Background: an optimization exercise with open tools, aiming at small area, a short achievable clock period and few clock cycles. Do not read the settings as production practice.

Design HLSM34, start of the top module:
module HLSM34 (Clk, Rst, Start, Done, a, b, c, d, zero, z);
	input Clk, Rst, Start;
	output reg Done;
	input [63:0] a;
	input [63:0] b;
	input [63:0] c;
	input [63:0] d;
	input [63:0] zero;
	output [63:0] z;
	localparam M  = 9;               
	localparam QW = 64 + 2*M;        
	localparam CW = 3;  
	localparam SW = 5;     
	reg          busy;               
	reg          ph;                 
	reg          first;              
	reg          okr;                
	reg [CW-1:0] cnt;                
	reg [SW-1:0] shr;                
	reg [66:0]   ws, wc;             
	reg [63:0]   B;                  
	reg [QW-1:0] Q;                  
	assign z = Q[63:0];
	reg [63:0] Bn;
	reg [5:0]  s;
	integer l;
	always @(*) begin
		Bn = B;
		for (l = 5; l >= 0; l = l - 1) begin
			s[l] = ~|(Bn >> (64 - (1 << l)));
			if (s[l]) Bn = Bn << (1 << l);
		end
	end
	wire [6:0]    nmin = ({1'b0, s} + 7'd3) >> 1;                 
	wire [CW-1:0] cf   = (nmin + M - 1) / M;               
	wire [7:0]    shf  = 2 * M * cf - 2 - s;
	wire [CW-1:0] cur  = first ? cf - 1'b1 : cnt;
  ...
Settings: LEC_CHECK=0, CAP_MARGIN=10, CORE_MARGIN=2, CORE_UTILIZATION=60, CTS_CLUSTER_DIAMETER=100, CTS_CLUSTER_SIZE=24, PLACE_DENSITY=0.75, SETUP_SLACK_MARGIN=5, SLEW_MARGIN=10, SYNTH_HIERARCHICAL=1, SYNTH_MINIMUM_KEEP_SIZE=0; clock period 300.0 ns.
standard.sh (not shown) runs the stock make flow with config.mk's settings and CLKGATE_MAP_FILE= SYNTH_SCRIPT=/design/flow/synth_recipe.tcl, a recipe that flattens the netlist after the stock synthesis.
==> flow/flow/run.sh <==
#!/bin/bash
# Layout flow: the standard flow, except that synthesis
#  - maps the logic with an area-oriented ABC script (flow/abc_area.script)
#    instead of ORFS's delay-oriented one, and
#  - extracts only full adders (extract_fa -fa); half adders are left to ABC;
# everything else in synthesis (registers included) is unchanged.  In the
# layout the port buffers are buf_1 cells, and repair_timing works on every
# path with less than 238.7 ns of setup slack at the design's 300 ns clock
# (the paths from the inputs and to the outputs, which set the achieved
# period), not only on failing ones.  Each step's full output goes to its own
# log file in this folder.
set -euo pipefail
rm -rf scripts
mkdir scripts
cp -r "$FLOW_HOME/scripts/." scripts/
cp flow/abc_area.script scripts/abc_speed.script
sed -i 's/extract_fa {\*}\[dont_use_extract_fa_args\]/extract_fa -fa/' scripts/synth.tcl
grep -q '^ *extract_fa -fa$' scripts/synth.tcl
bash standard.sh SCRIPTS_DIR="$PWD/scripts" synth > synth.log 2>&1
bash standard.sh "BUFFER_PORTS_ARGS=-buffer_cell sky130_fd_sc_hd__buf_1" SETUP_SLACK_MARGIN=238.7 finish > layout.log 2>&1
==> flow/flow/abc_area.script <==
&get -n
&st
&dch
&nf -a
&put
topo
dnsize -c
&get -n
&st
&dch
&nf -a
&put
topo
dnsize -c
The first run finished but fails on max-capacitance violations, max-slew violations.
==> next run, changes <==
--- a/flow/design.v
+++ b/flow/design.v
@@ -1,24 +1,24 @@
 `timescale 1ns / 1ns
 module HLSM34 (Clk, Rst, Start, Done, a, b, c, d, zero, z);
 	input Clk, Rst, Start;
 	output reg Done;
 	input [63:0] a;
 	input [63:0] b;
 	input [63:0] c;
 	input [63:0] d;
 	input [63:0] zero;
 	output [63:0] z;
-	localparam M  = 9;               
+	localparam M  = 7;               
 	localparam QW = 64 + 2*M;        
 	localparam CW = 3;  
-	localparam SW = 5;     
+	localparam SW = 4;     
 	reg          busy;               
 	reg          ph;                 
 	reg          first;              
 	reg          okr;                
 	reg [CW-1:0] cnt;                
 	reg [SW-1:0] shr;                
 	reg [66:0]   ws, wc;             
 	reg [63:0]   B;                  
 	reg [QW-1:0] Q;                  
 	assign z = Q[63:0];
After rerunning: Now the flow went through all stages and came out clean. Maximum frequency is about the same. Worst setup slack degrades by 0.0070 ns. Routed wire length fell by 17%. Register-to-register slack improved by 11 ns. Flip-flop and latch count went down by 1. Design area drops by 13%. Count of clock-buffer cells in the layout drops by 2. Area after synthesis came out lower by 14%. Clock skew decreases by 0.0047 ns. Cell count shrinks by 12%.
No run of this note included a check of the RTL's function; only the layout flow was run.

---

Setup of run A:
HLSM34, a different RTL version from the one above (not shown whole).
For scale: ~280 flip-flops, about 390 I/O pins.
Design HLSM34, start of the top module:
module HLSM34 (Clk, Rst, Start, Done, a, b, c, d, zero, z);
export LEC_CHECK = 0
export CAP_MARGIN = 20
export CORE_MARGIN = 2
export CORE_UTILIZATION = 40
export SETUP_SLACK_MARGIN = 5
export SLEW_MARGIN = 20
export SYNTH_HIERARCHICAL = 1
export SYNTH_MINIMUM_KEEP_SIZE = 0
create_clock -name core_clock -period 300.0 [get_ports {Clk}]
==> flow/flow/run.sh <==
#!/bin/bash
# Layout flow: the standard flow, except that
#  - synthesis maps the logic with an area-oriented ABC script
#    (flow/abc_area.script) instead of ORFS's delay-oriented one;
#    everything else in synthesis (registers included) is unchanged;
#  - the port buffers are buf_2 cells.
# Each step's full output goes to its own log file in this folder.
set -euo pipefail
rm -rf scripts
mkdir scripts
cp -r "$FLOW_HOME/scripts/." scripts/
cp flow/abc_area.script scripts/abc_speed.script
bash standard.sh SCRIPTS_DIR="$PWD/scripts" synth > synth.log 2>&1
bash standard.sh "BUFFER_PORTS_ARGS=-buffer_cell sky130_fd_sc_hd__buf_2" finish > layout.log 2>&1
==> flow/flow/abc_area.script <==
&get -n
&st
&dch
&nf -a
&put
buffer -c
topo
stime -c
upsize -c
dnsize -c
--- input diff run A..run B ---
--- a/flow/design.v
+++ b/flow/design.v
@@ -155,47 +155,45 @@
 	wire [QW-1:0] Qn = {Qh, V};
 	wire [SW-1:0] sa = last ? shc : {SW{1'b0}};
 	wire [QW-1:0] Qr = Qn >> sa;
 	wire [QW-1:0] Qs = {Qn[QW-1:64], Qr[63:0]};
 	wire [2*M-1:0] lowmask = ~({2*M{1'b1}} << shc);
 	wire          lowz = ~|(V & lowmask);
 	wire          eq  = wzero & lowz & ok & ~Qh[HW-1];    
 	wire skip = first & ~ph & ~okc;          
 	wire tocd = ~ph & (skip | (last & ~eq));
-	wire early = (|zero[63:60]) & ~(|b[63:60]);
-	wire ldcd  = busy ? tocd : early;
 	always @(posedge Clk) begin
 		Q <= Qs;
-		if (ldcd) begin
+		if (!busy) begin
+			ws <= {3'b000, a, 1'b1};
+			wc <= {3'b111, ~zero, 1'b1};
+			B  <= b;
+		end else if (tocd) begin
 			ws <= {3'b000, c, 1'b0};
 			wc <= 68'd0;
 			B  <= d;
-		end else if (!busy) begin
-			ws <= {3'b000, a, 1'b1};
-			wc <= {3'b111, ~zero, 1'b1};
-			B  <= b;
 		end else begin
 			ws <= rs[M];
 			wc <= rc[M];
 			B  <= Bn;
 		end
 		first <= !busy || tocd;
 		cnt   <= cur - 1'b1;
 		shr   <= shc;
 		okr   <= ok;
 	end
 	always @(posedge Clk) begin
 		if (Rst) begin
 			busy <= 0; ph <= 0; Done <= 0;
 		end else begin
 			Done <= 0;
 			if (!busy) begin
-				if (Start) begin busy <= 1; ph <= early; end
+				if (Start) begin busy <= 1; ph <= 0; end
 			end else if (tocd) begin
 				ph <= 1;
 			end else if (last) begin
 				busy <= 0; Done <= 1;
 			end
 		end
 	end
 endmodule
 module csa68 (x, y, t, s, c);
Notes after the runs:
- Summary: with run A as the reference, routed wire length on met3 in run B moved up by a few percent.
- The final reports for run B and run A show hold slack higher in the former.
- Run B does better than run A on synthesized area.
- Of the two candidates, run A has the worse die area and run B the better one.
- Diff run A -> run B: register-to-register path setup slack went down by 0.15 ns, net count of the finished layout lower.
No functional check of the RTL was part of any run of this note.

afterwards: timing with drivers on the ports:
No port has a modelled driver above. Below, the same layouts with a new extraction and two added sets of constraints.
Step 1, drivers: a clkbuf_16 drives Clk and a buf_2 each remaining input, both assumed.
Step 2 moves the port delays by t, midway between the first and last clock arrival at a register: inputs arrive t later, outputs are due t later. That takes back most of the time a late clock gives input paths.
Three values: ideal ports, drivers, drivers and shift; two values: the first two.
| run | t (ns) | setup WS [ns] | hold slack, ns | clock arrival spread, ns | worst data-port slew with drivers (ns) |
|---|---|---|---|---|---|
| the first run of note 1 | 0.655 | 238.744 / 238.735 / 238.127 | 0.506 / 0.506 / 0.506 | 0.030 / 0.030 | 0.19 |
| the second run of note 1 | 0.638 | 238.737 / 238.719 / 238.142 | 0.487 / 0.487 / 0.487 | 0.025 / 0.026 | 0.06 |
| run A | 0.699 | 237.958 / 238.015 / 237.316 | 0.448 / 0.448 / 0.448 | 0.028 / 0.028 | 0.11 |
| run B | 0.682 | 238.774 / 238.704 / 239.352 | 0.459 / 0.459 / 0.459 | 0.046 / 0.046 | 0.14 |
The setup slack of run A, which loses most, moves by +0.057 ns with the drivers and by -0.642 ns with both steps.
